Background: an optimization exercise with open tools, aiming at small area and a short achievable clock period. Do not read the settings as production practice.
At most, simulation tests tie the RTL to the original design; equivalence was not proved.
Function not checked in runs 1 and 2: the RTL went through the layout flow alone.
Power figures rest on the tool's default switching activity, not on a simulated workload.

==> flow/run.sh <==
#!/bin/bash
set -euo pipefail
bash standard.sh SETUP_SLACK_MARGIN=5.5 finish > make_finish.log 2>&1
==> standard.sh <==
#!/bin/bash
# synth_recipe.tcl (not shown) runs the flow's synth.tcl, then flattens the netlist and writes it again
# the make line also repeats each setting of config.mk as NAME=value (left out here)
make -C /OpenROAD-flow-scripts/flow DESIGN_CONFIG=/design/flow/config.mk WORK_HOME=/design/flow/orfs CLKGATE_MAP_FILE= SYNTH_SCRIPT=/design/flow/synth_recipe.tcl "${@:-finish}"
==> config.mk <==
export PLATFORM = sky130hd
export DESIGN_NAME = SIMD
export DESIGN_NICKNAME = SIMD
export VERILOG_FILES = /design/flow/design.v
export SDC_FILE = /design/flow/constraint.sdc
export NUM_CORES = 4
export LEC_CHECK = 0
export CAP_MARGIN = 20
export CORE_MARGIN = 2
export CORE_UTILIZATION = 60
export CTS_CLUSTER_DIAMETER = 150
export CTS_CLUSTER_SIZE = 20
export SLEW_MARGIN = 20
==> constraint.sdc <==
create_clock -name core_clock -period 10.0 [get_ports {clk}]
set_input_delay 2.0000 -clock core_clock [delete_from_list [all_inputs] [get_ports {clk}]]
set_output_delay 2.0000 -clock core_clock [all_outputs]
set_load 0.01 [all_outputs]
==> design.v <==
module simd_addsub(
input  [15:0] a,
input  [15:0] b,
input  [1:0]  w,
input         sub,
output [15:0] s
);
wire [15:0] y = sub ? ~b : b;
wire p1 = (w != 2'd0);
wire p2 = (w == 2'd2);
wire [20:0] fx = {a[15:12], p1 | sub, a[11:8], p2 | sub, a[7:4], p1 | sub, a[3:0], sub};
wire [20:0] fy = {y[15:12], ~p1 & sub, y[11:8], ~p2 & sub, y[7:4], ~p1 & sub, y[3:0], sub};
wire [20:0] fs = fx + fy;
assign s = {fs[19:16], fs[14:11], fs[9:6], fs[4:1]};
endmodule
module simd_booth_enc(
  input  [15:0] b,
  input         m4, m8, m16,
  output [7:0]  one, two, neg
);
  wire nm4 = ~m4, nm8 = ~m8, nm16 = ~m16;
  assign one[0] = b[0];
  assign two[0] = b[1] & ~b[0];
  assign neg[0] = b[1];
  wire bm1 = b[1];
  assign one[1] = b[2] ^ bm1;
  assign two[1] = (b[3] & ~b[2] & ~bm1) | (~b[3] & b[2] & bm1);
  assign neg[1] = b[3];
  wire bm2 = (b[3] & nm4);
  assign one[2] = b[4] ^ bm2;
  assign two[2] = (b[5] & ~b[4] & ~bm2) | (~b[5] & b[4] & bm2);
  assign neg[2] = b[5];
  wire bm3 = b[5];
  assign one[3] = b[6] ^ bm3;
  assign two[3] = (b[7] & ~b[6] & ~bm3) | (~b[7] & b[6] & bm3);
  assign neg[3] = b[7];
  wire bm4 = (b[7] & m16);
  assign one[4] = b[8] ^ bm4;
  assign two[4] = (b[9] & ~b[8] & ~bm4) | (~b[9] & b[8] & bm4);
  assign neg[4] = b[9];
  wire bm5 = b[9];
  assign one[5] = b[10] ^ bm5;
  assign two[5] = (b[11] & ~b[10] & ~bm5) | (~b[11] & b[10] & bm5);
  assign neg[5] = b[11];
  wire bm6 = (b[11] & nm4);
  assign one[6] = b[12] ^ bm6;
  assign two[6] = (b[13] & ~b[12] & ~bm6) | (~b[13] & b[12] & bm6);
  assign neg[6] = b[13];
  wire bm7 = b[13];
  assign one[7] = b[14] ^ bm7;
  assign two[7] = (b[15] & ~b[14] & ~bm7) | (~b[15] & b[14] & bm7);
  assign neg[7] = b[15];
endmodule
module simd_mul(
  input  [15:0] a,
  input  [7:0]  one, two, neg,
  input  [31:0] x,
  input         m4, m8, m16,
  output [15:0] pl,
  output [15:0] hx, hy,
  output        hc
);
  wire nm4 = ~m4, nm8 = ~m8, nm16 = ~m16;
  wire t0 = (one[0] & a[0]) ^ neg[0];
  wire t1 = ((one[0] & a[1]) | (two[0] & a[0])) ^ neg[0];
  wire t2 = ((one[0] & a[2]) | (two[0] & a[1])) ^ neg[0];
  wire t3 = ((one[0] & a[3]) | (two[0] & a[2])) ^ neg[0];
  wire t4 = (m4 & (~(((one[0] | two[0]) & a[3]) ^ neg[0]))) | (nm4 & (((one[0] & a[4]) | (two[0] & a[3])) ^ neg[0]));
  wire t5 = one[0] & nm4;
  wire t6 = two[0] & nm4;
  wire t7 = neg[0] & nm4;
  wire t8 = ((t5 & a[5]) | (t6 & a[4])) ^ t7;
  wire t9 = ((t5 & a[6]) | (t6 & a[5])) ^ t7;
  wire t10 = ((t5 & a[7]) | (t6 & a[6])) ^ t7;
  wire t11 = (m8 & (~(((one[0] | two[0]) & a[7]) ^ neg[0]))) | (m16 & (((one[0] & a[8]) | (two[0] & a[7])) ^ neg[0]));
  wire t12 = one[0] & m16;
  wire t13 = two[0] & m16;
  wire t14 = neg[0] & m16;
  wire t15 = ((t12 & a[9]) | (t13 & a[8])) ^ t14;
  wire t16 = ((t12 & a[10]) | (t13 & a[9])) ^ t14;
  wire t17 = ((t12 & a[11]) | (t13 & a[10])) ^ t14;
  wire t18 = ((t12 & a[12]) | (t13 & a[11])) ^ t14;
  wire t19 = ((t12 & a[13]) | (t13 & a[12])) ^ t14;
  wire t20 = ((t12 & a[14]) | (t13 & a[13])) ^ t14;
  wire t21 = ((t12 & a[15]) | (t13 & a[14])) ^ t14;
  wire t22 = m16 & ~(((t12 | t13) & a[15]) ^ t14);
  wire t23 = (one[1] & a[0]) ^ neg[1];
  wire t24 = ((one[1] & a[1]) | (two[1] & a[0])) ^ neg[1];
  wire t25 = ((one[1] & a[2]) | (two[1] & a[1])) ^ neg[1];
  wire t26 = ((one[1] & a[3]) | (two[1] & a[2])) ^ neg[1];
  wire t27 = (m4 & (~(((one[1] | two[1]) & a[3]) ^ neg[1]))) | (nm4 & (((one[1] & a[4]) | (two[1] & a[3])) ^ neg[1]));
  wire t28 = one[1] & nm4;
  wire t29 = two[1] & nm4;
  wire t30 = neg[1] & nm4;
  wire t31 = ((t28 & a[5]) | (t29 & a[4])) ^ t30;
  wire t32 = ((t28 & a[6]) | (t29 & a[5])) ^ t30;
  wire t33 = ((t28 & a[7]) | (t29 & a[6])) ^ t30;
  wire t34 = (m8 & (~(((one[1] | two[1]) & a[7]) ^ neg[1]))) | (m16 & (((one[1] & a[8]) | (two[1] & a[7])) ^ neg[1]));
  wire t35 = one[1] & m16;
  wire t36 = two[1] & m16;
  wire t37 = neg[1] & m16;
  wire t38 = ((t35 & a[9]) | (t36 & a[8])) ^ t37;
  wire t39 = ((t35 & a[10]) | (t36 & a[9])) ^ t37;
  wire t40 = ((t35 & a[11]) | (t36 & a[10])) ^ t37;
  wire t41 = ((t35 & a[12]) | (t36 & a[11])) ^ t37;
  wire t42 = ((t35 & a[13]) | (t36 & a[12])) ^ t37;
  wire t43 = ((t35 & a[14]) | (t36 & a[13])) ^ t37;
  wire t44 = ((t35 & a[15]) | (t36 & a[14])) ^ t37;
  wire t45 = m16 & ~(((t35 | t36) & a[15]) ^ t37);
  wire t46 = one[2] & nm4;
  wire t47 = two[2] & nm4;
  wire t48 = neg[2] & nm4;
  wire t49 = (t46 & a[0]) ^ t48;
  wire t50 = ((t46 & a[1]) | (t47 & a[0])) ^ t48;
  wire t51 = ((t46 & a[2]) | (t47 & a[1])) ^ t48;
  wire t52 = ((t46 & a[3]) | (t47 & a[2])) ^ t48;
  wire t53 = (m4 & ((one[2] & a[4]) ^ neg[2])) | (nm4 & (((one[2] & a[4]) | (two[2] & a[3])) ^ neg[2]));
  wire t54 = ((one[2] & a[5]) | (two[2] & a[4])) ^ neg[2];
  wire t55 = ((one[2] & a[6]) | (two[2] & a[5])) ^ neg[2];
  wire t56 = ((one[2] & a[7]) | (two[2] & a[6])) ^ neg[2];
  wire t57 = (nm16 & (~(((one[2] | two[2]) & a[7]) ^ neg[2]))) | (m16 & (((one[2] & a[8]) | (two[2] & a[7])) ^ neg[2]));
  wire t58 = one[2] & m16;
  wire t59 = two[2] & m16;
  wire t60 = neg[2] & m16;
  wire t61 = ((t58 & a[9]) | (t59 & a[8])) ^ t60;
  wire t62 = ((t58 & a[10]) | (t59 & a[9])) ^ t60;
  wire t63 = ((t58 & a[11]) | (t59 & a[10])) ^ t60;
  wire t64 = ((t58 & a[12]) | (t59 & a[11])) ^ t60;
  wire t65 = ((t58 & a[13]) | (t59 & a[12])) ^ t60;
  wire t66 = ((t58 & a[14]) | (t59 & a[13])) ^ t60;
  wire t67 = ((t58 & a[15]) | (t59 & a[14])) ^ t60;
  wire t68 = m16 & ~(((t58 | t59) & a[15]) ^ t60);
  wire t69 = one[3] & nm4;
  wire t70 = two[3] & nm4;
  wire t71 = neg[3] & nm4;
  wire t72 = (t69 & a[0]) ^ t71;
  wire t73 = ((t69 & a[1]) | (t70 & a[0])) ^ t71;
  wire t74 = ((t69 & a[2]) | (t70 & a[1])) ^ t71;
  wire t75 = ((t69 & a[3]) | (t70 & a[2])) ^ t71;
  wire t76 = (m4 & ((one[3] & a[4]) ^ neg[3])) | (nm4 & (((one[3] & a[4]) | (two[3] & a[3])) ^ neg[3]));
  wire t77 = ((one[3] & a[5]) | (two[3] & a[4])) ^ neg[3];
  wire t78 = ((one[3] & a[6]) | (two[3] & a[5])) ^ neg[3];
  wire t79 = ((one[3] & a[7]) | (two[3] & a[6])) ^ neg[3];
  wire t80 = (nm16 & (~(((one[3] | two[3]) & a[7]) ^ neg[3]))) | (m16 & (((one[3] & a[8]) | (two[3] & a[7])) ^ neg[3]));
  wire t81 = one[3] & m16;
  wire t82 = two[3] & m16;
  wire t83 = neg[3] & m16;
  wire t84 = ((t81 & a[9]) | (t82 & a[8])) ^ t83;
  wire t85 = ((t81 & a[10]) | (t82 & a[9])) ^ t83;
  wire t86 = ((t81 & a[11]) | (t82 & a[10])) ^ t83;
  wire t87 = ((t81 & a[12]) | (t82 & a[11])) ^ t83;
  wire t88 = ((t81 & a[13]) | (t82 & a[12])) ^ t83;
  wire t89 = ((t81 & a[14]) | (t82 & a[13])) ^ t83;
  wire t90 = ((t81 & a[15]) | (t82 & a[14])) ^ t83;
  wire t91 = m16 & ~(((t81 | t82) & a[15]) ^ t83);
  wire t92 = one[4] & m16;
  wire t93 = two[4] & m16;
  wire t94 = neg[4] & m16;
  wire t95 = (t92 & a[0]) ^ t94;
  wire t96 = ((t92 & a[1]) | (t93 & a[0])) ^ t94;
  wire t97 = ((t92 & a[2]) | (t93 & a[1])) ^ t94;
  wire t98 = ((t92 & a[3]) | (t93 & a[2])) ^ t94;
  wire t99 = ((t92 & a[4]) | (t93 & a[3])) ^ t94;
  wire t100 = ((t92 & a[5]) | (t93 & a[4])) ^ t94;
  wire t101 = ((t92 & a[6]) | (t93 & a[5])) ^ t94;
  wire t102 = ((t92 & a[7]) | (t93 & a[6])) ^ t94;
  wire t103 = (nm16 & ((one[4] & a[8]) ^ neg[4])) | (m16 & (((one[4] & a[8]) | (two[4] & a[7])) ^ neg[4]));
  wire t104 = ((one[4] & a[9]) | (two[4] & a[8])) ^ neg[4];
  wire t105 = ((one[4] & a[10]) | (two[4] & a[9])) ^ neg[4];
  wire t106 = ((one[4] & a[11]) | (two[4] & a[10])) ^ neg[4];
  wire t107 = (m4 & (~(((one[4] | two[4]) & a[11]) ^ neg[4]))) | (nm4 & (((one[4] & a[12]) | (two[4] & a[11])) ^ neg[4]));
  wire t108 = one[4] & nm4;
  wire t109 = two[4] & nm4;
  wire t110 = neg[4] & nm4;
  wire t111 = ((t108 & a[13]) | (t109 & a[12])) ^ t110;
  wire t112 = ((t108 & a[14]) | (t109 & a[13])) ^ t110;
  wire t113 = ((t108 & a[15]) | (t109 & a[14])) ^ t110;
  wire t114 = nm4 & ~(((t108 | t109) & a[15]) ^ t110);
  wire t115 = one[5] & m16;
  wire t116 = two[5] & m16;
  wire t117 = neg[5] & m16;
  wire t118 = (t115 & a[0]) ^ t117;
  wire t119 = ((t115 & a[1]) | (t116 & a[0])) ^ t117;
  wire t120 = ((t115 & a[2]) | (t116 & a[1])) ^ t117;
  wire t121 = ((t115 & a[3]) | (t116 & a[2])) ^ t117;
  wire t122 = ((t115 & a[4]) | (t116 & a[3])) ^ t117;
  wire t123 = ((t115 & a[5]) | (t116 & a[4])) ^ t117;
  wire t124 = ((t115 & a[6]) | (t116 & a[5])) ^ t117;
  wire t125 = ((t115 & a[7]) | (t116 & a[6])) ^ t117;
  wire t126 = (nm16 & ((one[5] & a[8]) ^ neg[5])) | (m16 & (((one[5] & a[8]) | (two[5] & a[7])) ^ neg[5]));
  wire t127 = ((one[5] & a[9]) | (two[5] & a[8])) ^ neg[5];
  wire t128 = ((one[5] & a[10]) | (two[5] & a[9])) ^ neg[5];
  wire t129 = ((one[5] & a[11]) | (two[5] & a[10])) ^ neg[5];
  wire t130 = (m4 & (~(((one[5] | two[5]) & a[11]) ^ neg[5]))) | (nm4 & (((one[5] & a[12]) | (two[5] & a[11])) ^ neg[5]));
  wire t131 = one[5] & nm4;
  wire t132 = two[5] & nm4;
  wire t133 = neg[5] & nm4;
  wire t134 = ((t131 & a[13]) | (t132 & a[12])) ^ t133;
  wire t135 = ((t131 & a[14]) | (t132 & a[13])) ^ t133;
  wire t136 = ((t131 & a[15]) | (t132 & a[14])) ^ t133;
  wire t137 = nm4 & ~(((t131 | t132) & a[15]) ^ t133);
  wire t138 = one[6] & m16;
  wire t139 = two[6] & m16;
  wire t140 = neg[6] & m16;
  wire t141 = (t138 & a[0]) ^ t140;
  wire t142 = ((t138 & a[1]) | (t139 & a[0])) ^ t140;
  wire t143 = ((t138 & a[2]) | (t139 & a[1])) ^ t140;
  wire t144 = ((t138 & a[3]) | (t139 & a[2])) ^ t140;
  wire t145 = ((t138 & a[4]) | (t139 & a[3])) ^ t140;
  wire t146 = ((t138 & a[5]) | (t139 & a[4])) ^ t140;
  wire t147 = ((t138 & a[6]) | (t139 & a[5])) ^ t140;
  wire t148 = ((t138 & a[7]) | (t139 & a[6])) ^ t140;
  wire t149 = (m8 & ((one[6] & a[8]) ^ neg[6])) | (m16 & (((one[6] & a[8]) | (two[6] & a[7])) ^ neg[6]));
  wire t150 = one[6] & nm4;
  wire t151 = two[6] & nm4;
  wire t152 = neg[6] & nm4;
  wire t153 = ((t150 & a[9]) | (t151 & a[8])) ^ t152;
  wire t154 = ((t150 & a[10]) | (t151 & a[9])) ^ t152;
  wire t155 = ((t150 & a[11]) | (t151 & a[10])) ^ t152;
  wire t156 = (m4 & ((one[6] & a[12]) ^ neg[6])) | (nm4 & (((one[6] & a[12]) | (two[6] & a[11])) ^ neg[6]));
  wire t157 = ((one[6] & a[13]) | (two[6] & a[12])) ^ neg[6];
  wire t158 = ((one[6] & a[14]) | (two[6] & a[13])) ^ neg[6];
  wire t159 = ((one[6] & a[15]) | (two[6] & a[14])) ^ neg[6];
  wire t160 = ~(((one[6] | two[6]) & a[15]) ^ neg[6]);
  wire t161 = one[7] & m16;
  wire t162 = two[7] & m16;
  wire t163 = neg[7] & m16;
  wire t164 = (t161 & a[0]) ^ t163;
  wire t165 = ((t161 & a[1]) | (t162 & a[0])) ^ t163;
  wire t166 = ((t161 & a[2]) | (t162 & a[1])) ^ t163;
  wire t167 = ((t161 & a[3]) | (t162 & a[2])) ^ t163;
  wire t168 = ((t161 & a[4]) | (t162 & a[3])) ^ t163;
  wire t169 = ((t161 & a[5]) | (t162 & a[4])) ^ t163;
  wire t170 = ((t161 & a[6]) | (t162 & a[5])) ^ t163;
  wire t171 = ((t161 & a[7]) | (t162 & a[6])) ^ t163;
  wire t172 = (m8 & ((one[7] & a[8]) ^ neg[7])) | (m16 & (((one[7] & a[8]) | (two[7] & a[7])) ^ neg[7]));
  wire t173 = one[7] & nm4;
  wire t174 = two[7] & nm4;
  wire t175 = neg[7] & nm4;
  wire t176 = ((t173 & a[9]) | (t174 & a[8])) ^ t175;
  wire t177 = ((t173 & a[10]) | (t174 & a[9])) ^ t175;
  wire t178 = ((t173 & a[11]) | (t174 & a[10])) ^ t175;
  wire t179 = (m4 & ((one[7] & a[12]) ^ neg[7])) | (nm4 & (((one[7] & a[12]) | (two[7] & a[11])) ^ neg[7]));
  wire t180 = ((one[7] & a[13]) | (two[7] & a[12])) ^ neg[7];
  wire t181 = ((one[7] & a[14]) | (two[7] & a[13])) ^ neg[7];
  wire t182 = ((one[7] & a[15]) | (two[7] & a[14])) ^ neg[7];
  wire t183 = ~(((one[7] | two[7]) & a[15]) ^ neg[7]);
  wire t184 = (m4 & neg[0]) | (m8 & neg[0]) | (m16 & neg[0]);
  wire t185 = (m4 & neg[1]) | (m8 & neg[1]) | (m16 & neg[1]);
  wire t186 = (m8 & neg[2]) | (m16 & neg[2]);
  wire t187 = (m8 & neg[3]) | (m16 & neg[3]);
  wire t188 = (m4 & neg[2]) | (m16 & neg[4]);
  wire t189 = (m4 & neg[3]) | (m16 & neg[5]);
  wire t190 = (m16 & neg[6]);
  wire t191 = (m16 & neg[7]);
  wire t192 = (m4 & neg[4]) | (m8 & neg[4]);
  wire t193 = (m4 & neg[5]) | (m8 & neg[5]);
  wire t194 = (m8 & neg[6]);
  wire t195 = (m8 & neg[7]);
  wire t196 = (m4 & neg[6]);
  wire t197 = (m4 & neg[7]);
  wire t198 = x[0] ^ t184;
  wire t199 = x[0] & t184;
  wire t200 = x[1] ^ t1;
  wire t201 = x[1] & t1;
  wire fs202, fc202;
  assign {fc202, fs202} = {1'b0, x[2]} + {1'b0, t185} + {1'b0, t2};
  wire t203 = t23 ^ t201;
  wire t204 = t23 & t201;
  wire fs205, fc205;
  assign {fc205, fs205} = {1'b0, x[3]} + {1'b0, t3} + {1'b0, t24};
  wire t206 = fc202 ^ t204;
  wire t207 = fc202 & t204;
  wire fs208, fc208;
  assign {fc208, fs208} = {1'b0, x[4]} + {1'b0, t186} + {1'b0, t25};
  wire fs209, fc209;
  assign {fc209, fs209} = {1'b0, t49} + {1'b0, t4} + {1'b0, fc205};
  wire t210 = fs208 ^ t207;
  wire t211 = fs208 & t207;
  wire fs212, fc212;
  assign {fc212, fs212} = {1'b0, x[5]} + {1'b0, t8} + {1'b0, t26};
  wire fs213, fc213;
  assign {fc213, fs213} = {1'b0, t50} + {1'b0, fc208} + {1'b0, fs212};
  wire t214 = fc209 ^ t211;
  wire t215 = fc209 & t211;
  wire fs216, fc216;
  assign {fc216, fs216} = {1'b0, x[6]} + {1'b0, t187} + {1'b0, t9};
  wire fs217, fc217;
  assign {fc217, fs217} = {1'b0, t51} + {1'b0, t72} + {1'b0, t27};
  wire fs218, fc218;
  assign {fc218, fs218} = {1'b0, fc212} + {1'b0, fs216} + {1'b0, fs217};
  wire t219 = fc213 ^ t215;
  wire t220 = fc213 & t215;
  wire fs221, fc221;
  assign {fc221, fs221} = {1'b0, x[7]} + {1'b0, t10} + {1'b0, t31};
  wire t222 = fc221 & nm4;
  wire fs223, fc223;
  assign {fc223, fs223} = {1'b0, t52} + {1'b0, t73} + {1'b0, fc216};
  wire t224 = fc223 & nm4;
  wire fs225, fc225;
  assign {fc225, fs225} = {1'b0, fs221} + {1'b0, fc217} + {1'b0, fs223};
  wire t226 = fc225 & nm4;
  wire t227 = fc218 ^ t220;
  wire t228 = fc218 & t220;
  wire t229 = t228 & nm4;
  wire fs230, fc230;
  assign {fc230, fs230} = {1'b0, x[8]} + {1'b0, t188} + {1'b0, t32};
  wire fs231, fc231;
  assign {fc231, fs231} = {1'b0, t74} + {1'b0, t95} + {1'b0, t11};
  wire fs232, fc232;
  assign {fc232, fs232} = {1'b0, t53} + {1'b0, fs230} + {1'b0, t222};
  wire fs233, fc233;
  assign {fc233, fs233} = {1'b0, fs231} + {1'b0, t224} + {1'b0, fs232};
  wire t234 = t226 ^ fs233;
  wire t235 = t226 & fs233;
  wire fs236, fc236;
  assign {fc236, fs236} = {1'b0, x[9]} + {1'b0, t15} + {1'b0, t33};
  wire fs237, fc237;
  assign {fc237, fs237} = {1'b0, t54} + {1'b0, t75} + {1'b0, t96};
  wire fs238, fc238;
  assign {fc238, fs238} = {1'b0, fc230} + {1'b0, fs236} + {1'b0, fs237};
  wire fs239, fc239;
  assign {fc239, fs239} = {1'b0, fc231} + {1'b0, fs238} + {1'b0, fc232};
  wire t240 = fc233 ^ fs239;
  wire t241 = fc233 & fs239;
  wire fs242, fc242;
  assign {fc242, fs242} = {1'b0, x[10]} + {1'b0, t189} + {1'b0, t16};
  wire fs243, fc243;
  assign {fc243, fs243} = {1'b0, t55} + {1'b0, t97} + {1'b0, t118};
  wire fs244, fc244;
  assign {fc244, fs244} = {1'b0, t34} + {1'b0, t76} + {1'b0, fc236};
  wire fs245, fc245;
  assign {fc245, fs245} = {1'b0, fc237} + {1'b0, fs242} + {1'b0, fs243};
  wire fs246, fc246;
  assign {fc246, fs246} = {1'b0, fc238} + {1'b0, fs244} + {1'b0, fs245};
  wire t247 = fs246 ^ fc239;
  wire t248 = fs246 & fc239;
  wire fs249, fc249;
  assign {fc249, fs249} = {1'b0, x[11]} + {1'b0, t17} + {1'b0, t38};
  wire fs250, fc250;
  assign {fc250, fs250} = {1'b0, t56} + {1'b0, t77} + {1'b0, t98};
  wire fs251, fc251;
  assign {fc251, fs251} = {1'b0, t119} + {1'b0, fc242} + {1'b0, fc243};
  wire fs252, fc252;
  assign {fc252, fs252} = {1'b0, fs249} + {1'b0, fs250} + {1'b0, fc244};
  wire fs253, fc253;
  assign {fc253, fs253} = {1'b0, fc245} + {1'b0, fs251} + {1'b0, fc246};
  wire t254 = fs252 ^ t248;
  wire t255 = fs252 & t248;
  wire fs256, fc256;
  assign {fc256, fs256} = {1'b0, x[12]} + {1'b0, t190} + {1'b0, t18};
  wire fs257, fc257;
  assign {fc257, fs257} = {1'b0, t39} + {1'b0, t78} + {1'b0, t99};
  wire fs258, fc258;
  assign {fc258, fs258} = {1'b0, t120} + {1'b0, t141} + {1'b0, t57};
  wire fs259, fc259;
  assign {fc259, fs259} = {1'b0, fc249} + {1'b0, fc250} + {1'b0, fs256};
  wire fs260, fc260;
  assign {fc260, fs260} = {1'b0, fs257} + {1'b0, fs258} + {1'b0, fc251};
  wire fs261, fc261;
  assign {fc261, fs261} = {1'b0, fs259} + {1'b0, fc252} + {1'b0, fs260};
  wire t262 = fc253 ^ fs261;
  wire t263 = fc253 & fs261;
  wire fs264, fc264;
  assign {fc264, fs264} = {1'b0, x[13]} + {1'b0, t19} + {1'b0, t40};
  wire fs265, fc265;
  assign {fc265, fs265} = {1'b0, t61} + {1'b0, t79} + {1'b0, t100};
  wire fs266, fc266;
  assign {fc266, fs266} = {1'b0, t121} + {1'b0, t142} + {1'b0, fc256};
  wire fs267, fc267;
  assign {fc267, fs267} = {1'b0, fc257} + {1'b0, fs264} + {1'b0, fs265};
  wire fs268, fc268;
  assign {fc268, fs268} = {1'b0, fc258} + {1'b0, fc259} + {1'b0, fs266};
  wire fs269, fc269;
  assign {fc269, fs269} = {1'b0, fs267} + {1'b0, fc260} + {1'b0, fs268};
  wire t270 = fc261 ^ fs269;
  wire t271 = fc261 & fs269;
  wire fs272, fc272;
  assign {fc272, fs272} = {1'b0, x[14]} + {1'b0, t191} + {1'b0, t20};
  wire fs273, fc273;
  assign {fc273, fs273} = {1'b0, t41} + {1'b0, t62} + {1'b0, t101};
  wire fs274, fc274;
  assign {fc274, fs274} = {1'b0, t122} + {1'b0, t143} + {1'b0, t164};
  wire fs275, fc275;
  assign {fc275, fs275} = {1'b0, t80} + {1'b0, fc264} + {1'b0, fc265};
  wire fs276, fc276;
  assign {fc276, fs276} = {1'b0, fs272} + {1'b0, fs273} + {1'b0, fs274};
  wire fs277, fc277;
  assign {fc277, fs277} = {1'b0, fc266} + {1'b0, fc267} + {1'b0, fs275};
  wire fs278, fc278;
  assign {fc278, fs278} = {1'b0, fs276} + {1'b0, fc268} + {1'b0, fs277};
  wire t279 = fc269 ^ fs278;
  wire t280 = fc269 & fs278;
  wire fs281, fc281;
  assign {fc281, fs281} = {1'b0, x[15]} + {1'b0, t21} + {1'b0, t42};
  wire t282 = fc281 & m16;
  wire fs283, fc283;
  assign {fc283, fs283} = {1'b0, t63} + {1'b0, t84} + {1'b0, t102};
  wire t284 = fc283 & m16;
  wire fs285, fc285;
  assign {fc285, fs285} = {1'b0, t123} + {1'b0, t144} + {1'b0, t165};
  wire t286 = fc285 & m16;
  wire fs287, fc287;
  assign {fc287, fs287} = {1'b0, fc272} + {1'b0, fc273} + {1'b0, fc274};
  wire t288 = fc287 & m16;
  wire fs289, fc289;
  assign {fc289, fs289} = {1'b0, fs281} + {1'b0, fs283} + {1'b0, fs285};
  wire t290 = fc289 & m16;
  wire fs291, fc291;
  assign {fc291, fs291} = {1'b0, fc275} + {1'b0, fc276} + {1'b0, fs287};
  wire t292 = fc291 & m16;
  wire fs293, fc293;
  assign {fc293, fs293} = {1'b0, fs289} + {1'b0, fc277} + {1'b0, fs291};
  wire t294 = fc293 & m16;
  wire t295 = fc278 ^ fs293;
  wire t296 = fc278 & fs293;
  wire t297 = t296 & m16;
  wire fs298, fc298;
  assign {fc298, fs298} = {1'b0, x[16]} + {1'b0, t192} + {1'b0, t22};
  wire fs299, fc299;
  assign {fc299, fs299} = {1'b0, t43} + {1'b0, t64} + {1'b0, t85};
  wire fs300, fc300;
  assign {fc300, fs300} = {1'b0, t124} + {1'b0, t145} + {1'b0, t166};
  wire fs301, fc301;
  assign {fc301, fs301} = {1'b0, t103} + {1'b0, fs298} + {1'b0, fs299};
  wire fs302, fc302;
  assign {fc302, fs302} = {1'b0, fs300} + {1'b0, t282} + {1'b0, t284};
  wire fs303, fc303;
  assign {fc303, fs303} = {1'b0, t286} + {1'b0, fs301} + {1'b0, t288};
  wire fs304, fc304;
  assign {fc304, fs304} = {1'b0, t290} + {1'b0, fs302} + {1'b0, t292};
  wire fs305, fc305;
  assign {fc305, fs305} = {1'b0, fs303} + {1'b0, t294} + {1'b0, fs304};
  wire fs306, fc306;
  assign {fc306, fs306} = {1'b0, x[17]} + {1'b0, t44} + {1'b0, t65};
  wire fs307, fc307;
  assign {fc307, fs307} = {1'b0, t86} + {1'b0, t104} + {1'b0, t125};
  wire fs308, fc308;
  assign {fc308, fs308} = {1'b0, t146} + {1'b0, t167} + {1'b0, fc298};
  wire fs309, fc309;
  assign {fc309, fs309} = {1'b0, fc299} + {1'b0, fc300} + {1'b0, fs306};
  wire fs310, fc310;
  assign {fc310, fs310} = {1'b0, fs307} + {1'b0, fc301} + {1'b0, fs308};
  wire fs311, fc311;
  assign {fc311, fs311} = {1'b0, fs309} + {1'b0, fc302} + {1'b0, fs310};
  wire fs312, fc312;
  assign {fc312, fs312} = {1'b0, fc303} + {1'b0, fs311} + {1'b0, fc304};
  wire fs313, fc313;
  assign {fc313, fs313} = {1'b0, x[18]} + {1'b0, t193} + {1'b0, t45};
  wire fs314, fc314;
  assign {fc314, fs314} = {1'b0, t66} + {1'b0, t87} + {1'b0, t105};
  wire fs315, fc315;
  assign {fc315, fs315} = {1'b0, t147} + {1'b0, t168} + {1'b0, t126};
  wire fs316, fc316;
  assign {fc316, fs316} = {1'b0, fc306} + {1'b0, fc307} + {1'b0, fs313};
  wire fs317, fc317;
  assign {fc317, fs317} = {1'b0, fs314} + {1'b0, fs315} + {1'b0, fc308};
  wire fs318, fc318;
  assign {fc318, fs318} = {1'b0, fc309} + {1'b0, fs316} + {1'b0, fc310};
  wire fs319, fc319;
  assign {fc319, fs319} = {1'b0, fs317} + {1'b0, fc311} + {1'b0, fs318};
  wire fs320, fc320;
  assign {fc320, fs320} = {1'b0, x[19]} + {1'b0, t67} + {1'b0, t88};
  wire fs321, fc321;
  assign {fc321, fs321} = {1'b0, t106} + {1'b0, t127} + {1'b0, t148};
  wire fs322, fc322;
  assign {fc322, fs322} = {1'b0, t169} + {1'b0, fc313} + {1'b0, fc314};
  wire fs323, fc323;
  assign {fc323, fs323} = {1'b0, fs320} + {1'b0, fs321} + {1'b0, fc315};
  wire fs324, fc324;
  assign {fc324, fs324} = {1'b0, fc316} + {1'b0, fs322} + {1'b0, fs323};
  wire fs325, fc325;
  assign {fc325, fs325} = {1'b0, fc317} + {1'b0, fs324} + {1'b0, fc318};
  wire fs326, fc326;
  assign {fc326, fs326} = {1'b0, x[20]} + {1'b0, t194} + {1'b0, t68};
  wire fs327, fc327;
  assign {fc327, fs327} = {1'b0, t89} + {1'b0, t128} + {1'b0, t170};
  wire fs328, fc328;
  assign {fc328, fs328} = {1'b0, t107} + {1'b0, t149} + {1'b0, fc320};
  wire fs329, fc329;
  assign {fc329, fs329} = {1'b0, fc321} + {1'b0, fs326} + {1'b0, fs327};
  wire fs330, fc330;
  assign {fc330, fs330} = {1'b0, fc322} + {1'b0, fs328} + {1'b0, fs329};
  wire fs331, fc331;
  assign {fc331, fs331} = {1'b0, fc323} + {1'b0, fs330} + {1'b0, fc324};
  wire fs332, fc332;
  assign {fc332, fs332} = {1'b0, x[21]} + {1'b0, t90} + {1'b0, t111};
  wire fs333, fc333;
  assign {fc333, fs333} = {1'b0, t129} + {1'b0, t153} + {1'b0, t171};
  wire fs334, fc334;
  assign {fc334, fs334} = {1'b0, fc326} + {1'b0, fc327} + {1'b0, fs332};
  wire fs335, fc335;
  assign {fc335, fs335} = {1'b0, fs333} + {1'b0, fc328} + {1'b0, fc329};
  wire fs336, fc336;
  assign {fc336, fs336} = {1'b0, fs334} + {1'b0, fc330} + {1'b0, fs335};
  wire fs337, fc337;
  assign {fc337, fs337} = {1'b0, x[22]} + {1'b0, t195} + {1'b0, t91};
  wire fs338, fc338;
  assign {fc338, fs338} = {1'b0, t112} + {1'b0, t154} + {1'b0, t130};
  wire fs339, fc339;
  assign {fc339, fs339} = {1'b0, t172} + {1'b0, fc332} + {1'b0, fc333};
  wire fs340, fc340;
  assign {fc340, fs340} = {1'b0, fs337} + {1'b0, fs338} + {1'b0, fc334};
  wire fs341, fc341;
  assign {fc341, fs341} = {1'b0, fs339} + {1'b0, fc335} + {1'b0, fs340};
  wire fs342, fc342;
  assign {fc342, fs342} = {1'b0, x[23]} + {1'b0, t113} + {1'b0, t134};
  wire t343 = fc342 & nm4;
  wire fs344, fc344;
  assign {fc344, fs344} = {1'b0, t155} + {1'b0, t176} + {1'b0, fc337};
  wire t345 = fc344 & nm4;
  wire fs346, fc346;
  assign {fc346, fs346} = {1'b0, fs342} + {1'b0, fc338} + {1'b0, fc339};
  wire t347 = fc346 & nm4;
  wire fs348, fc348;
  assign {fc348, fs348} = {1'b0, fs344} + {1'b0, fc340} + {1'b0, fs346};
  wire t349 = fc348 & nm4;
  wire fs350, fc350;
  assign {fc350, fs350} = {1'b0, x[24]} + {1'b0, t196} + {1'b0, t114};
  wire fs351, fc351;
  assign {fc351, fs351} = {1'b0, t135} + {1'b0, t177} + {1'b0, t156};
  wire fs352, fc352;
  assign {fc352, fs352} = {1'b0, fs350} + {1'b0, t343} + {1'b0, fs351};
  wire fs353, fc353;
  assign {fc353, fs353} = {1'b0, t345} + {1'b0, fs352} + {1'b0, t347};
  wire fs354, fc354;
  assign {fc354, fs354} = {1'b0, x[25]} + {1'b0, t136} + {1'b0, t157};
  wire fs355, fc355;
  assign {fc355, fs355} = {1'b0, t178} + {1'b0, fc350} + {1'b0, fs354};
  wire fs356, fc356;
  assign {fc356, fs356} = {1'b0, fc351} + {1'b0, fs355} + {1'b0, fc352};
  wire fs357, fc357;
  assign {fc357, fs357} = {1'b0, x[26]} + {1'b0, t197} + {1'b0, t137};
  wire fs358, fc358;
  assign {fc358, fs358} = {1'b0, t158} + {1'b0, t179} + {1'b0, fc354};
  wire fs359, fc359;
  assign {fc359, fs359} = {1'b0, fs357} + {1'b0, fc355} + {1'b0, fs358};
  wire fs360, fc360;
  assign {fc360, fs360} = {1'b0, x[27]} + {1'b0, t159} + {1'b0, t180};
  wire fs361, fc361;
  assign {fc361, fs361} = {1'b0, fc357} + {1'b0, fs360} + {1'b0, fc358};
  wire fs362, fc362;
  assign {fc362, fs362} = {1'b0, x[28]} + {1'b0, t160} + {1'b0, t181};
  wire t363 = fc360 ^ fs362;
  wire t364 = fc360 & fs362;
  wire fs365, fc365;
  assign {fc365, fs365} = {1'b0, x[29]} + {1'b0, t182} + {1'b0, fc362};
  wire t366 = x[30] ^ t183;
  wire t367 = x[30] & t183;
  wire [17:0] fx = {1'b0, t280, t271, t263, t255, fs253, t241, t235, t229, nm4, fs225, fs218, fs213, fs209, fs205, fs202, t199, t0};
  wire [17:0] fy = {1'b0, t295, t279, t270, t262, t254, t247, t240, t234, 1'b0, t227, t219, t214, t210, t206, t203, t200, t198};
  wire [17:0] fs = fx + fy;
  assign pl = {fs[16:9], fs[7:0]};
  assign hc = fs[17] & m16;
  assign hx = {x[31], fc365, t364, fc361, fc359, fc356, fc353, t349, fc341, fc336, fc331, fc325, fc319, fc312, fc305, t297};
  assign hy = {t367, t366, fs365, t363, fs361, fs359, fs356, fs353, fs348, fs341, fs336, fs331, fs325, fs319, fs312, fs305};
endmodule
module simd_shift(
input  [15:0] d,
input  [1:0]  w,
input         right,
input         arith,
output [15:0] q
);
wire s4 = (w == 2'd0);
wire s16 = (w == 2'd2);
wire [15:0] tops = {1'b1, 3'b0, s4, 3'b0, ~s16, 3'b0, s4, 3'b0};
wire [15:0] bots = {3'b0, s4, 3'b0, ~s16, 3'b0, s4, 3'b0, 1'b1};
wire [15:0] rsh = ({1'b0, d[15:1]} & ~tops) | (d & tops & {16{arith}});
wire [15:0] lsh = {d[14:0], 1'b0} & ~bots;
assign q = right ? rsh : lsh;
endmodule
module SIMD(
input [11:0] instruction,
input clk,
input rst,
output [31:0] outputvalue
);
reg  [11:0] cmd;             
reg  rst_d;                  
reg  [255:0] rf;             
reg  [15:0] ra;              
reg  [7:0]  e_one, e_two, e_neg;    
reg  [31:0] e_x;             
reg  e_m4, e_m8, e_m16;       
reg  [3:0] e_dst;
reg  [15:0] res_l, out_l, out_h;
reg  [15:0] w_hx, w_hy;      
reg  w_hc, w_k24;            
wire [3:0] op = cmd[11:8];
wire [1:0] w  = cmd[7:6];
wire [1:0] fc = cmd[5:4];
wire [1:0] fb = cmd[3:2];
wire [1:0] fa = cmd[1:0];
wire is_logic = (op[3:2] == 2'b10);
wire nop = rst | rst_d;
wire mul = ~nop & (op[3:1] == 3'd1);
reg  [15:0] sel_a;
reg  [3:0]  sel_w, sel_b, sel_c;
wire [11:0] ins = instruction;
wire [3:0] ins_a = (ins[11:10] == 2'b10) ? {ins[3:2], ins[1:0]} : {ins[7:6], ins[1:0]};
always @(posedge clk) begin
  sel_a <= 16'd1 << ins_a;
  sel_w <= 4'd1 << ins[7:6];
  sel_b <= 4'd1 << ins[3:2];
  sel_c <= 4'd1 << ins[5:4];
end
reg [15:0] rd_a, rd_b, rd_c;
reg [15:0] bank [0:3];
integer r, k;
always @* begin
  rd_a = 16'd0;
  for (r = 0; r < 16; r = r + 1)
    rd_a = rd_a | ({16{sel_a[r]}} & rf[16*r +: 16]);
  for (k = 0; k < 4; k = k + 1) begin
    bank[k] = 16'd0;
    for (r = 0; r < 4; r = r + 1)
      bank[k] = bank[k] | ({16{sel_w[r]}} & rf[16*(4*r+k) +: 16]);
  end
  rd_b = 16'd0;
  rd_c = 16'd0;
  for (k = 0; k < 4; k = k + 1) begin
    rd_b = rd_b | ({16{sel_b[k]}} & bank[k]);
    rd_c = rd_c | ({16{sel_c[k]}} & bank[k]);
  end
end
wire [15:0] as_out;
simd_addsub as(.a(rd_a), .b(rd_b), .w(w), .sub(op == 4'd1), .s(as_out));
wire [15:0] sh_out;
simd_shift sh(.d(rd_a), .w(w), .right(fb[0]), .arith(op == 4'd6), .q(sh_out));
wire [15:0] pre = ({16{~nop & (op[3:1] == 3'd0)}} & as_out)
                | ({16{~nop & ((op == 4'd4) | (op == 4'd6))}} & sh_out)
                | ({16{~nop & (op == 4'd8)}}  & (rd_a & rd_c))
                | ({16{~nop & (op == 4'd9)}}  & (rd_a | rd_c))
                | ({16{~nop & (op == 4'd10)}} & (rd_a ^ rd_c))
                | ({16{~nop & (op == 4'd11)}} & ~rd_a);
wire m4 = (w == 2'd0), m8 = (w == 2'd1), m16 = w[1];
wire [7:0] one, two, neg;
simd_booth_enc be(.b(rd_b), .m4(m4), .m8(m8), .m16(m16), .one(one), .two(two), .neg(neg));
wire [3:0] par4 = {^rd_b[15:12], ^rd_b[11:8], ^rd_b[7:4], ^rd_b[3:0]};
wire [1:0] par8 = {par4[3] ^ par4[2], par4[1] ^ par4[0]};
wire par16 = par8[1] ^ par8[0];
wire [3:0] q;
assign q[0] = ~(rd_a[3] & par4[0]);
assign q[1] = m4 ? ~(rd_a[7] & par4[1]) : ~(rd_a[7] & par8[0]);
assign q[2] = ~(rd_a[11] & par4[2]);
assign q[3] = m4 ? ~(rd_a[15] & par4[3]) : m8 ? ~(rd_a[15] & par8[1]) : ~(rd_a[15] & par16);
wire [15:0] c = (op == 4'd3) ? rd_c : 16'd0;
wire [31:0] x4 = {q[3], 1'b0, 1'b1, ~c[15], c[15:12], q[2], 1'b0, 1'b1, ~c[11], c[11:8],
                  q[1], 1'b0, 1'b1, ~c[7],  c[7:4],   q[0], 1'b0, 1'b1, ~c[3],  c[3:0]};
wire [31:0] x8 = {q[3], 1'b0, 1'b1, 1'b0, 1'b1, 1'b0, 1'b1, ~c[15], c[15:8],
                  q[1], 1'b0, 1'b1, 1'b0, 1'b1, 1'b0, 1'b1, ~c[7],  c[7:0]};
wire [31:0] x16 = {q[3], 1'b0, 1'b1, 1'b0, 1'b1, 1'b0, 1'b1, 1'b0, 1'b1, 1'b0, 1'b1,
                   1'b0, 1'b1, 1'b0, 1'b1, ~c[15], c[15:0]};
wire [31:0] x = ~mul ? {16'hAAAB, pre} : m4 ? x4 : m8 ? x8 : x16;
always @(posedge clk) begin
  ra <= rd_a;
  e_one <= one & {8{mul}};
  e_two <= two & {8{mul}};
  e_neg <= neg & {8{mul}};
  e_x <= x;
  e_m4 <= mul & m4;
  e_m8 <= mul & m8;
  e_m16 <= ~mul | m16;
  e_dst <= nop ? 4'd0 : {w, fc};
  rst_d <= rst;
  cmd <= instruction;
end
wire [15:0] res, hx, hy;
wire hc;
simd_mul mu(.a(ra), .one(e_one), .two(e_two), .neg(e_neg), .x(e_x),
            .m4(e_m4), .m8(e_m8), .m16(e_m16), .pl(res), .hx(hx), .hy(hy), .hc(hc));
wire [17:0] hs = {w_hx[15:8], w_k24, w_hx[7:0], w_hc} + {w_hy[15:8], 1'b0, w_hy[7:0], w_hc};
wire [15:0] wd0 = res & ~{16{rst}};
wire [15:0] wd1 = res | {16{rst}};
integer i;
always @(posedge clk) begin
  res_l <= res;
  w_hx <= hx;
  w_hy <= hy;
  w_hc <= hc;
  w_k24 <= ~e_m4;
  out_l <= res_l;
  out_h <= {hs[17:10], hs[8:1]};
  for (i = 0; i < 16; i = i + 1)
    if (rst | (e_dst == i))
      rf[16*i +: 16] <= (wd1 & rf_init(i)) | (wd0 & ~rf_init(i));
end
function [15:0] rf_init(input integer r);
  case (r)
    1:  rf_init = 16'b0001_1000_1000_0100;
    2:  rf_init = 16'b1110_0110_0110_1100;
    4:  rf_init = 16'b0010_0111_0100_1100;
    5:  rf_init = 16'b1101_1000_1000_0101;
    8:  rf_init = 16'b0001_0110_0100_1010;
    9:  rf_init = 16'b1111_1010_1010_0100;
    13: rf_init = 16'b0001_1000_1000_0100;
    default: rf_init = 16'b0;
  endcase
endfunction
assign outputvalue = {out_h, out_l};
endmodule
==> results of run 1 <==
## area by class of cell
type | count | area, sq um
Antenna cell | 2 | 5.00
Multi-Input combinational cell | 1698 | 14100
Fill cell | 3294 | 13700
Sequential cell | 452 | 11700
Tap cell | 585 | 732
Clock buffer | 43 | 736
Clock inverter | 2 | 35.0
Timing Repair Buffer | 177 | 1620
Inverter | 177 | 667
## what timing repair did
action / CTS / global route
buffers inserted: 53 / 7
gates cloned: 4 / 0
resized for setup: 110 / 42
endpoints found under the setup margin: 147 / 144
pin swaps: 25 / 48
hold endpoints to repair: 0 / 0
## per-layer routing
metal,share of wire,global-route usage,up-vias
met5,0,0,-
met4,0.086,0.260,0
met3,0.11,0.0781,430
met2,0.46,0.634,1445
met1,0.34,0.453,10175
li1,-,-,9076
## worst max-delay path: stages, from the launching register on
cell and delay, ns:
dfxtp_4 0.38, buf_4 0.17, a22oi_2 0.20, xor2_1 0.23, nor2_2 0.08, fa_2 0.36, inv_2 0.07, fa_1 0.45
fa_2 0.40, nor2_2 0.17, ha_4 0.23, ha_4 0.26, nor2b_4 0.19, nand4_1 0.20, nand3b_1 0.29, nand2_1 0.21
xor2_4 0.13, or2_2 0.35
## cells in the final DEF (no fill, tap or decap), types with 16 or more instances in the layout
| cell type | instances |
|---|---|
| a22oi_1 | 354 |
| edfxtp_1 | 256 |
| nand2_1 | 234 |
| inv_1 | 169 |
| dfxtp_1 | 161 |
| xnor2_1 | 132 |
| nor2_1 | 121 |
| buf_4 | 111 |
| fa_1 | 102 |
| ha_1 | 96 |
| xor2_1 | 61 |
| a21oi_1 | 55 |
| o21ai_0 | 44 |
| clkdlybuf4s50_1 | 44 |
| a221oi_1 | 42 |
| and2_1 | 37 |
| a22o_1 | 36 |
| nor2b_1 | 31 |
| nor3_1 | 29 |
| clkbuf_16 | 27 |
| nand3_1 | 26 |
| dfxtp_4 | 26 |
| nand4_1 | 22 |
| a21o_1 | 22 |
| a22oi_2 | 20 |
| fa_2 | 17 |
| clkbuf_1 | 16 |
## power by group
group          total (mW)  switching, mW  internal [mW]
registers            2.35          0.144           2.20
logic                1.34          0.810          0.525
clock network        1.14          0.632          0.508
total                4.82           1.59           3.23
## registers in the layout (all words and copies together) (netlist names), 15 cells and up
signal / cells
out_l: 16
rf: 256
out_h: 16
w_hy: 15
w_hx: 16
res_l: 16
ra: 16
e_x: 30
sel_a: 16
## cell families (layout without fill, tap and decap cells)
family          after synthesis  count (layout)  synth area share
flops                       452             452             0.439
compound gates              669             669             0.186
other cells                   0               2                 0
xor+xnor                    198             198            0.0655
fa+ha+maj                   230             230             0.143
buf+inv                     372             399            0.0531
simple gates                572             575             0.100
mux                          26              26            0.0142
## how the worst min path moves through the flow
stage	depth (start not counted)	startpoint	slack, ns	end
floorplan	0	res_l[0]	0.31	out_l[0]
detailed placement	0	res_l[12]	0.31	out_l[12]
global placement	0	res_l[8]	0.31	out_l[8]
CTS	0	res_l[6]	0.33	out_l[6]
finish	0	res_l[6]	0.33	out_l[6]
global route	0	res_l[7]	0.34	out_l[7]
## stage by stage
step                      worst slack (ns)  hold WS [ns]  std cells
after floorplan                       5.49         0.310       2519
after global placement                4.64         0.311       3024
after detailed placement              4.51         0.312       3025
after CTS                             5.39         0.331       3127
after global routing                  5.24         0.337       3134
final                                 5.36         0.331       3136
==> summary.txt, run 1 <==
The flow ran to the end and the layout has no timing, DRC or antenna violations. By instance count, the leading cell after synthesis is a22oi_1. The transition time of the tightest slew-check pin is between 1 and 1.5 ns. The per-cell routed wire length is ~29 um.

After synthesis the netlist holds a flip-flop and latch count of 452. In this run the static leakage power is about 11 nW. The worst relative slew slack came out at 0.139. The worst min-delay path class is reg -> reg. The number of synthesized flops with an enable pin is roughly 260.

The completed layout was analyzed and its total power is 4.82 mW. The number of antenna violations at the first check in global routing was 4. The final critical-path share of the clock period is 0.464. The final period demand of the worst path is 4.64 ns.

The post-route cell area is ~30000 sq um. The first-pass iteration count of the detailed router is 7. After synthesis, the cell types taking the most area are edfxtp_1, dfxtp_1, a22oi_1. The utilization after layout came out at 0.683. The unique cell type count in the Yosys netlist came out at 64. The netlist area before placement is about 26000 sq um. The share of post-route cells with drive strength above 1 is 0.131.

The clock arrives with between 0.04 and 0.05 ns of skew. The biggest fanout along the worst timing path came out at 8. The launch point of the critical path is e_two[0]. Based on the critical path, the design can be clocked at up to 0.216 GHz.

TritonCTS built the clock tree. Setup violations remaining at the end of the flow were counted as 0. The Yosys warning count came out at 2.

The clock reaches the later pin of the worst-skew pair after 0.63 ns. The global-route wire length before repair is ~130000 um. Setup repair after global routing could not meet its margin everywhere. The area growth from synthesis to final layout is 11.7%.

Data arrives at the worst endpoint at roughly 5 ns. The via count came out at roughly 21000. The final layout contains routed wiring with a total length of ~90000 um.

The count of nets after finishing is about 2800. The aggregate global-route resource usage is 0.383. The startpoint identified for the worst register-to-register timing path is e_two[0].

The power density over the cells came out at between 150 and 200 nW/um^2. The total negative slack for setup checks came out at 0 ns. The tree is rooted in a clkbuf_16. The destination of the worst register-to-register timing path is rf[92]. The total clock buffers created by CTS is 26.

The weighted congestion reported at the end of routability-driven placement is between 0.9 and 1. The via count of the first global-routing pass is about 21000. In this run, post-CTS hold repair placed 0 buffers. The number of clock sinks came out at approximately 450. The post-synthesis sequential area ratio is 0.439.

The die footprint came out at ~46000 sq um. During I/O placement, the number of pins put on the boundary was 46. In the synthesized netlist, the cells that appear most often are a22oi_1, edfxtp_1, nand2_1, dfxtp_1, inv_1. The share of synthesized area in the top cell type comes to 0.291. The final-report max-slew violation count came out at 0. Of all flip-flops after synthesis, the portion carrying an async set or reset was 0. The cell taking the most area after synthesis is edfxtp_1. The critical path endpoint is rf[92].

The first-iteration detailed-routing DRC count came out at 3068. The buffer levels on the longest clock path is 3. The synthesized net count is approximately 2800. The depth of the worst register-to-register path is 17.

The dominant synthesized flop cell is edfxtp_1. After detailed routing, the number of remaining DRC violations is 0. The height of the die came out at 214 um.

The number of hold-slack violations in the final timing report came to 0. In this run the core area contains 76 standard-cell rows. The number of max-cap violations came out at 0. The total overflow reported by the global router came out at 0. The initial utilization of the core area, before any placement, comes to 0.612. Summed over all nets, the half-perimeter wirelength after detailed placement is a little under 60000 um.

The placeable core region is about 43000 sq um. The worst setup path is captured at a flip-flop. The cell area after placement is 27700 sq um. The largest net degree at the start of global routing came out at 65. The die width came out at between 200 and 250 um. The critical path is of the reg -> reg type. The slack of the worst reg-to-reg path is ~5.4 ns.

Input and output buffers added on the ports amount to between 40 and 50. Synthesis produced a netlist whose cell count is 2519. STA classifies the critical path startpoint as a flip-flop. The average size of a mapped cell came out at between 10 and 15 sq um. The required time reported for the critical path endpoint is 10.34 ns. After clock tree synthesis, the clock-pin slew on the worst setup and hold paths is around 0.1 ns. The H-tree depth is 1. The largest vdd supply drop is 200 uV. The average vias per placed instance is roughly 6.7. The number of routed nets with antenna violations is 0.
==> inputs of run 2 (changes only) <==
==> flow/run.sh (replaced) <==
#!/bin/bash
set -euo pipefail
bash standard.sh SETUP_SLACK_MARGIN=6 finish > make_finish.log 2>&1
==> summary.txt, run 2 <==
The run finished with no timing, DRC or antenna violations. The total clock buffers created by CTS came out at 26. The worst relative slew slack is 0.186.

edfxtp_1 takes more of the synthesized area than any other cell. The remaining design rule violation count is 0. For this configuration, the core starts out at a cell density of 0.612. The largest family of logic cells by synthesized area is compound AO/OA/AOI/OAI gates. The per-cell routed wire length is about 29 um. The transition time of the tightest slew-check pin is between 1 and 1.5 ns. The worst endpoint data arrival time came out at about 5.0 ns.

The worst hold-check slack came out at around 0.32 ns. In this run the number of H-tree levels came out at 1. Setup repair after global routing could not meet its margin everywhere. The share of post-route cells with drive strength above 1 came out at 0.168. The highest layer used for signal routing is met4. The area growth from synthesis to final layout is 14.7%. The number of cells after detailed placement is just over 3000. The number of clock sinks is roughly 450. The area occupied by multi-input gates came out at between 10000 and 15000 sq um. The number of diodes added for antenna fixing is 0. In the final layout, flip-flops and latches occupy ~12000 sq um. At the end of routability-driven placement, the weighted congestion stood at roughly 0.96. The tool flagged a number of max-cap violations equal to 0. The post-synthesis sequential area ratio came out at 0.439. The number of buffer cells added on primary ports is between 40 and 50.

After clock tree synthesis, the clock-pin slew on the worst setup and hold paths is 0.09 ns. Counting I/O delays and the setup requirement, the final critical path takes roughly 4.6 ns. The netlist area before placement is 26500 sq um.

The longest individual stage delay on the worst path came out at 0.54 ns. Of the total synthesized cell area, the portion taken by AND, OR, NAND and NOR gates is 0.100. In the final layout, the registers with the most flip-flops are rf (256), e_x (30). The cell sitting at the root of the clock tree is a clkbuf_16.

Counting the fill cells in the layout gives ~3100. Measured along the x axis, the die boundary spans roughly 210 um. The number of buffer and inverter stages on the critical path came out at 2. In this design, the largest share of critical-path delay is due to adder cells. The Yosys warning count is 2. The post-synthesis adder-cell area fraction is 0.143.

The number of routed nets with antenna violations came out at 0. The worst min-delay path class is reg -> reg. The library cell used most frequently in the layout, excluding fill and tap cells, is a22oi_1. The placement row count is 76. The total length of routed wires is roughly 92000 um. STA classifies the critical path startpoint as a flip-flop. For this run the aggregate overflow at the end of global routing stands at 0. The insertion delay to the later sink of the worst-skew pair came out at 0.62 ns. Yosys instantiated no cell more often than a22oi_1.

The first-pass iteration count of the detailed router is 7. Counting instances in the post-synthesis netlist gives the leading cell types as a22oi_1, edfxtp_1, nand2_1, dfxtp_1, inv_1. rf holds more flip-flops than any other register. The number of antenna violations at the first check in global routing is 1. The area fraction in compound gates after synthesis is 0.186. The share of the synthesized area in the top cell type is 0.291.

The synthesized net count came out at ~2800. The count of nets after finishing came out at about 2800. The register with the most flip-flops in the layout has around 260 of them. The final critical-path share of the clock period is 0.464. The mux share of post-synthesis cell area came out at 0.0142. The clock tree skew after final layout came out at about 0.043 ns. The placeable core region came out at roughly 43000 sq um. For this design the ratio of total power to cell area is roughly 160 nW/um^2. Summing all non-filler instances in the final layout gives an area of a little over 30000 sq um. The sum of met3 wire segment lengths after detailed routing is roughly 10000 um. The first-iteration detailed-routing DRC count is 2876. The buffer levels on the longest clock path is 3. The number of synthesized flops with an enable pin is 256. After synthesis, the cell types taking the most area are edfxtp_1, dfxtp_1, a22oi_1.

The number of buffers added to fix hold violations after cts came out at 0. The final-report max-slew violation count came out at 0. The worst setup path is captured at a flip-flop. The largest net degree at the start of global routing is 65. In the global route stage, overall resource usage came out at 0.387.

Summed over all nets, wire length on met2 after detailed routing comes to ~42000 um. In this run the cell area measured after placement is between 20000 and 30000 sq um. The wire-length estimate of the detail-placed layout is about 59000 um. The final-report setup violation count is 0. TritonCTS built the clock tree.

The global-route wire length before repair came out at around 130000 um. The count of pins on the block boundary is 46. The utilization after layout is 0.701. The via count is between 20000 and 25000. Walking the worst path, the cells encountered are buf_6 > a22oi_2 > xnor2_1 > nand2_1 > fa_1 > fa_1 > fa_1 > inv_2 > ha_4 > ha_4 > a21o_1 > a21o_1 > a21oi_4 > nor2_2 > a21oi_2 > a211o_1 > nand3_2 > or2_4. The detailed-routing wirelength on met1 is 31100 um. Among all flip-flop cells after synthesis, the most frequent one is edfxtp_1.

The count of cells in the finished layout, fillers not included, comes to between 3000 and 4000. The unique cell type count in the Yosys netlist came out at 64. The worst setup path is of the reg -> reg kind. The via count of the first global-routing pass came to 21211. The largest vdd supply drop came out at roughly 150 uV. The average size of a mapped cell came out at approximately 11 sq um. The number of hold-slack violations in the final timing report is 0. The synthesis-stage register bit count is around 450. The library cells used most frequently in the layout, excluding fill and tap cells, are a22oi_1, edfxtp_1, nand2_1. For this design, the slowest cell found on the critical path is fa_1.

Of the total synthesized cell area, the portion taken by XOR and XNOR cells is 0.0655. The die is ~210 um tall. Data on the critical path is required at its endpoint by 10.35 ns.

The average vias per placed instance came out at ~6.8. The number of instances in the synthesized netlist is 2519. The fraction of registers with async set or reset after synthesis came out at 0. The biggest fanout along the worst timing path came out at 6. The cell leakage power came out at 11.6 nW. The maximum clock frequency is approximately 0.22 GHz. Among the stages of the critical path, the cell type that occurs most often is fa_1. The die footprint is around 46000 sq um.

The total negative slack for setup checks is 0 ns.
[run 2: changes by cell type in the layout (fill, tap and decap cells not counted), moves of 5 or more]
cell     previous run  this run
xnor2_2             2         8
nor2_1            121       112
a22oi_2            20        35
ha_1               96        91
a22oi_1           354       339
xnor2_1           132       126
buf_6               8        19
nor2_2              4        11
buf_4             111       124
nand2_1           234       228
[run 2: path summary, 6_finish.rpt]
| check | endpoint | slack [ns] | from | depth (start not counted) |
|---|---|---|---|---|
| max | rf[47] | 5.36 | ra[0] | 18 |
| min | out_l[2] | 0.32 | res_l[2] | 0 |
| max reg2reg | rf[47] | 5.36 | ra[0] | 18 |
| min reg2reg | out_l[2] | 0.32 | res_l[2] | 0 |
[run 2: through the flow]
step	total power, mW	setup slack [ns]
floorplan	3.13	5.55
finish	4.90	5.36
global route	5.07	5.21
global placement	3.56	4.66
CTS	4.79	5.41
detailed placement	3.59	4.53
[run 2: timing repair]
item | 4_1_cts | 5_1_grt
setup endpoints to repair | 205 | 198
buffers inserted | 64 | 39
pin swaps | 43 | 44
hold endpoints to repair | 0 | 0
gates cloned | 3 | 1
gates resized for setup | 138 | 103
[run 2: routing by layer]
layer  vias up  global-route usage
met5         -                   0
met4         0               0.280
met3       515              0.0730
met2      1672               0.630
met1     10279               0.463
li1       9131                   -
[run 2: kinds of logic after synthesis]
kind of cell    after synthesis
fa+ha+maj                   230
flops                       452
mux                          26
simple gates                572
compound gates              669
buf+inv                     372
xor+xnor                    198
[run 2: area by class of cell]
type / instances / share of cell area
tap: 585 / 0.0241
clock buffer: 45 / 0.0259
timing repair buffer: 213 / 0.0654
multi-input combinational: 1698 / 0.476
sequential: 452 / 0.386
inverter: 177 / 0.0220
[run 2: power by group]
| group | leakage, nW | internal (mW) | switching, mW |
|---|---|---|---|
| logic | 6.96 | 0.555 | 0.859 |
| registers | 4.26 | 2.20 | 0.130 |
| clock network | 0.376 | 0.535 | 0.616 |
==> inputs of run 3 (changes only) <==
--- a/design.v
+++ b/design.v
@@ -576,7 +576,7 @@
 input rst,
 output [31:0] outputvalue
 );
-reg  [11:0] cmd;             
+reg  [11:8] cmd;             
 reg  rst_d;                  
 reg  [255:0] rf;             
 reg  [15:0] ra;              
@@ -587,14 +587,6 @@
 reg  [15:0] res_l, out_l, out_h;
 reg  [15:0] w_hx, w_hy;      
 reg  w_hc, w_k24;            
-wire [3:0] op = cmd[11:8];
-wire [1:0] w  = cmd[7:6];
-wire [1:0] fc = cmd[5:4];
-wire [1:0] fb = cmd[3:2];
-wire [1:0] fa = cmd[1:0];
-wire is_logic = (op[3:2] == 2'b10);
-wire nop = rst | rst_d;
-wire mul = ~nop & (op[3:1] == 3'd1);
 reg  [15:0] sel_a;
 reg  [3:0]  sel_w, sel_b, sel_c;
 wire [11:0] ins = instruction;
@@ -605,6 +597,12 @@
   sel_b <= 4'd1 << ins[3:2];
   sel_c <= 4'd1 << ins[5:4];
 end
+wire [3:0] op = cmd[11:8];
+wire [1:0] w  = {sel_w[2] | sel_w[3], sel_w[1] | sel_w[3]};
+wire [1:0] fc = {sel_c[2] | sel_c[3], sel_c[1] | sel_c[3]};
+wire       fb0 = sel_b[1] | sel_b[3];
+wire nop = rst | rst_d;
+wire mul = ~nop & (op[3:1] == 3'd1);
 reg [15:0] rd_a, rd_b, rd_c;
 reg [15:0] bank [0:3];
 integer r, k;
@@ -627,14 +625,14 @@
 wire [15:0] as_out;
 simd_addsub as(.a(rd_a), .b(rd_b), .w(w), .sub(op == 4'd1), .s(as_out));
 wire [15:0] sh_out;
-simd_shift sh(.d(rd_a), .w(w), .right(fb[0]), .arith(op == 4'd6), .q(sh_out));
+simd_shift sh(.d(rd_a), .w(w), .right(fb0), .arith(op == 4'd6), .q(sh_out));
 wire [15:0] pre = ({16{~nop & (op[3:1] == 3'd0)}} & as_out)
                 | ({16{~nop & ((op == 4'd4) | (op == 4'd6))}} & sh_out)
                 | ({16{~nop & (op == 4'd8)}}  & (rd_a & rd_c))
                 | ({16{~nop & (op == 4'd9)}}  & (rd_a | rd_c))
                 | ({16{~nop & (op == 4'd10)}} & (rd_a ^ rd_c))
                 | ({16{~nop & (op == 4'd11)}} & ~rd_a);
-wire m4 = (w == 2'd0), m8 = (w == 2'd1), m16 = w[1];
+wire m4 = sel_w[0], m8 = sel_w[1], m16 = sel_w[2] | sel_w[3];
 wire [7:0] one, two, neg;
 simd_booth_enc be(.b(rd_b), .m4(m4), .m8(m8), .m16(m16), .one(one), .two(two), .neg(neg));
 wire [3:0] par4 = {^rd_b[15:12], ^rd_b[11:8], ^rd_b[7:4], ^rd_b[3:0]};
@@ -664,7 +662,7 @@
   e_m16 <= ~mul | m16;
   e_dst <= nop ? 4'd0 : {w, fc};
   rst_d <= rst;
-  cmd <= instruction;
+  cmd <= instruction[11:8];
 end
 wire [15:0] res, hx, hy;
 wire hc;
==> flow/run.sh (replaced) <==
#!/bin/bash
set -euo pipefail
bash standard.sh SETUP_SLACK_MARGIN=5.5 finish > make_finish.log 2>&1
==> summary.txt, run 3 <==
The run finished with no timing, DRC or antenna violations. The synthesized net count came out at 2749. The height of the die came out at 214 um. The number of hold-slack violations in the final timing report is 0.

By area the synthesized netlist is led by edfxtp_1, dfxtp_1, a22oi_1. The netlist area before placement is between 20000 and 30000 sq um. The combinational group share of total power came out at 0.275. From left edge to right edge, the die measures approximately 210 um. The via count of the first global-routing pass is 20946. The number of diodes added for antenna fixing is 0.

The number of buffer cells added on primary ports is 45. The analysis attributes to net switching a power of approximately 1.5 mW. The first-iteration detailed-routing DRC count is between 2000 and 3000.

The share of post-route cells with drive strength above 1 came out at 0.134. Counting instances in the post-synthesis netlist gives the leading cell types as a22oi_1, edfxtp_1, nand2_1, dfxtp_1, inv_1. The H-tree depth came out at 1.

The number of clock sinks came out at between 400 and 500. The slowest stage of the critical path belongs to the cell fa_1. Of the total power, the clock network draws 0.234. The count of nets after finishing is 2762. Across every metal layer, demand over resource in global routing totals 0.387. At the later pin of the worst-skew pair, clock insertion delay measures slightly above 0.6 ns. In this run the core area contains 77 standard-cell rows. The worst endpoint data arrival time is a little over 5 ns. The Yosys warning count came out at 2. The internal portion of the total power is approximately 3.2 mW.

The analysis attributes to cell leakage a power of between 10 and 15 nW. The kind of critical path is reg -> reg. The largest vdd supply drop is roughly 200 uV. The total overflow reported by the global router came out at 0. a22oi_1 is the most common cell in the netlist. Once layout is complete, the utilization of the core stands at 0.671. The first global-routing pass estimated roughly 130000 um of wire. Once detailed placement completed, the half-perimeter wirelength came to between 50000 and 60000 um. The required time reported for the critical path endpoint came out at around 10 ns. The largest net degree at the start of global routing came out at between 70 and 80. The weighted congestion reported at the end of routability-driven placement is 1.01.

The most common cell type on the critical path is fa_1. The signal on the critical path passes through a22oi_2 > xnor2_1 > nand2_1 > fa_2 > fa_1 > fa_1 > fa_1 > inv_2 > ha_4 > ha_4 > or2_4 > a21oi_4 > a31oi_4 > xor2_4 > nor2b_4. The total negative slack for setup checks came out at 0 ns. The share of the synthesized area in the top cell type is 0.290. The initial utilization of the core area, before any placement, comes to 0.604.

In the final layout, the registers with the most flip-flops are rf (256), e_x (30). The clock tree skew after final layout is between 0.04 and 0.05 ns. The average vias per placed instance came out at ~6.7. The tool flagged a number of max-cap violations equal to 0. The biggest fanout along the worst timing path is 7. Setup repair after global routing could not meet its margin everywhere.

The synthesis-stage register bit count came out at 447. The clock-pin slew on the worst setup and hold paths came out at about 0.08 ns. The first-pass iteration count of the detailed router is 6. The flip-flop count of the largest register, all copies and words added came out at between 200 and 300. The net switching fraction of the power is 0.324. The area growth from synthesis to layout is 11.2%. The total length of routed wires is 89800 um. In the layout the commonest cells are a22oi_1, edfxtp_1, nand2_1. TritonCTS built the clock tree. The transition time of the tightest slew-check pin is approximately 1.1 ns.

The total clock buffers created by CTS is 26. The final-report max-slew violation count is 0. In the synthesized netlist the dominant register cell turns out to be edfxtp_1. Measured against its own limit, the worst slew margin works out to 0.284. The root buffer cell is clkbuf_16.

The per-cell routed wire length is approximately 29 um. The power density over the cells came out at 160 nW/um^2. The longest individual stage delay on the worst path is between 0.5 and 0.6 ns. For this design the top-level I/O count stands at 46. The cell taking the most area after synthesis is edfxtp_1. The buffer levels on the longest clock path came out at 3. In this run, synthesis inferred between 200 and 300 flip-flops with an integrated enable. The final period demand of the worst path came out at approximately 4.6 ns.

After detailed routing, the number of remaining DRC violations is 0. The number of routed nets with antenna violations is 0. The most common cell after layout, fill and taps aside is a22oi_1. STA classifies the critical path startpoint as a flip-flop. The fraction of registers with async set or reset after synthesis is 0. The final critical-path share of the clock period came out at 0.462. The area occupied by multi-input gates came out at 14100 sq um.

The number of antenna violations at the first check in global routing came out at 3. Summing over every cut layer, the via total after detailed routing is around 21000. The total of fill cells in the finished design came out at ~3400. The post-synthesis sequential area ratio came out at 0.434. The fraction of power consumed by sequential logic came out at 0.491. The worst min-delay path class is reg -> reg. The register bank with the most flops is rf. A synthesized cell averages around 11 sq um. The number of instances in the synthesized netlist is around 2500. The die footprint is about 46000 sq um.

The kind of end point of the critical path is a flip-flop. Timing would allow up to around 0.22 GHz. The placeable core region came out at 43900 sq um.

The unique cell type count in the Yosys netlist came out at 86. Setup violations remaining at the end of the flow were counted as 0. The sequential cell area is roughly 12000 sq um.
[run 3: repair_timing]
action,CTS,global route
setup buffers,45,18
cloned,6,1
pin swaps,34,19
hold buffers,0,0
gates resized for setup,118,27
endpoints found under the setup margin,155,138
[run 3: power by group through the flow]
stage          Combinational, mW  Sequential [mW]  Clock (mW)
2_1_floorplan              0.773             2.29           0
3_3_place_gp                1.13             2.36           0
3_5_place_dp                1.15             2.36           0
4_1_cts                     1.25             2.31        1.11
5_1_grt                     1.39             2.34        1.18
6_report                    1.30             2.32        1.10
[run 3: worst paths after layout]
kind | start | endpoint | slack [ns] | cells past startpoint
worst min-delay path | res_l[8] | out_l[8] | 0.33 | 0
worst max register to register | ra[12] | rf[143] | 5.38 | 15
worst max-delay path | ra[12] | rf[143] | 5.38 | 15
worst min register to register | res_l[8] | out_l[8] | 0.33 | 0
[run 3: metal layers]
metal,wire [um],vias up,GRT usage
li1,-,9009,-
met1,31900,10196,0.473
met2,41500,1411,0.630
met3,9490,420,0.0811
met4,6960,4,0.242
met5,24,-,0
[run 3: per-stage QoR]
stage	setup slack, ns	area (sq um)	std cells	hold WS, ns	total power [mW]
2_1_floorplan	5.50	26900	2505	0.310	3.06
3_3_place_gp	4.62	27600	3012	0.310	3.49
3_5_place_dp	4.47	27600	3012	0.312	3.51
4_1_cts	5.35	29200	3107	0.332	4.67
5_1_grt	5.28	29500	3126	0.338	4.91
6_report	5.38	29500	3126	0.332	4.72
[run 3: kinds of logic after synthesis]
logic type                 after synthesis  synth area share
AOI/OAI and AO/OA                      666             0.188
and+or+nand+nor                        559            0.0987
DFF                                    447             0.434
buffers and inverters                  376            0.0573
adders and majority gates              230             0.142
xor gates and xnor gates               200            0.0660
muxes                                   27            0.0142
[run 3: area by class of cell]
class | count | area share
clock buffer | 42 | 0.0241
inverter | 181 | 0.0232
multi-input combinational | 1686 | 0.478
clock inverter | 2 | 0.00157
sequential | 447 | 0.394
timing repair inverter | 1 | 0.000170
tap | 592 | 0.0251
timing repair buffer | 175 | 0.0538
[run 3: worst max-delay path, delay by kind of cell (launching register included)]
kind                     cells  cell delay (ns)
AO/OA/AOI/OAI                3             0.44
XOR/XNOR                     2             0.47
adder cells (fa/ha/maj)      6             2.44
buffers and inverters        1             0.05
flip-flops                   1             0.38
AND/OR/NAND/NOR              3             0.65

Check on run 3: ideal ports give 5.382 ns setup slack; a clkbuf_16 on the clock port and buf_2 on the inputs give 5.382 ns; moving port delays by the midpoint clock arrival (0.658 ns) as well gives 5.035 ns.
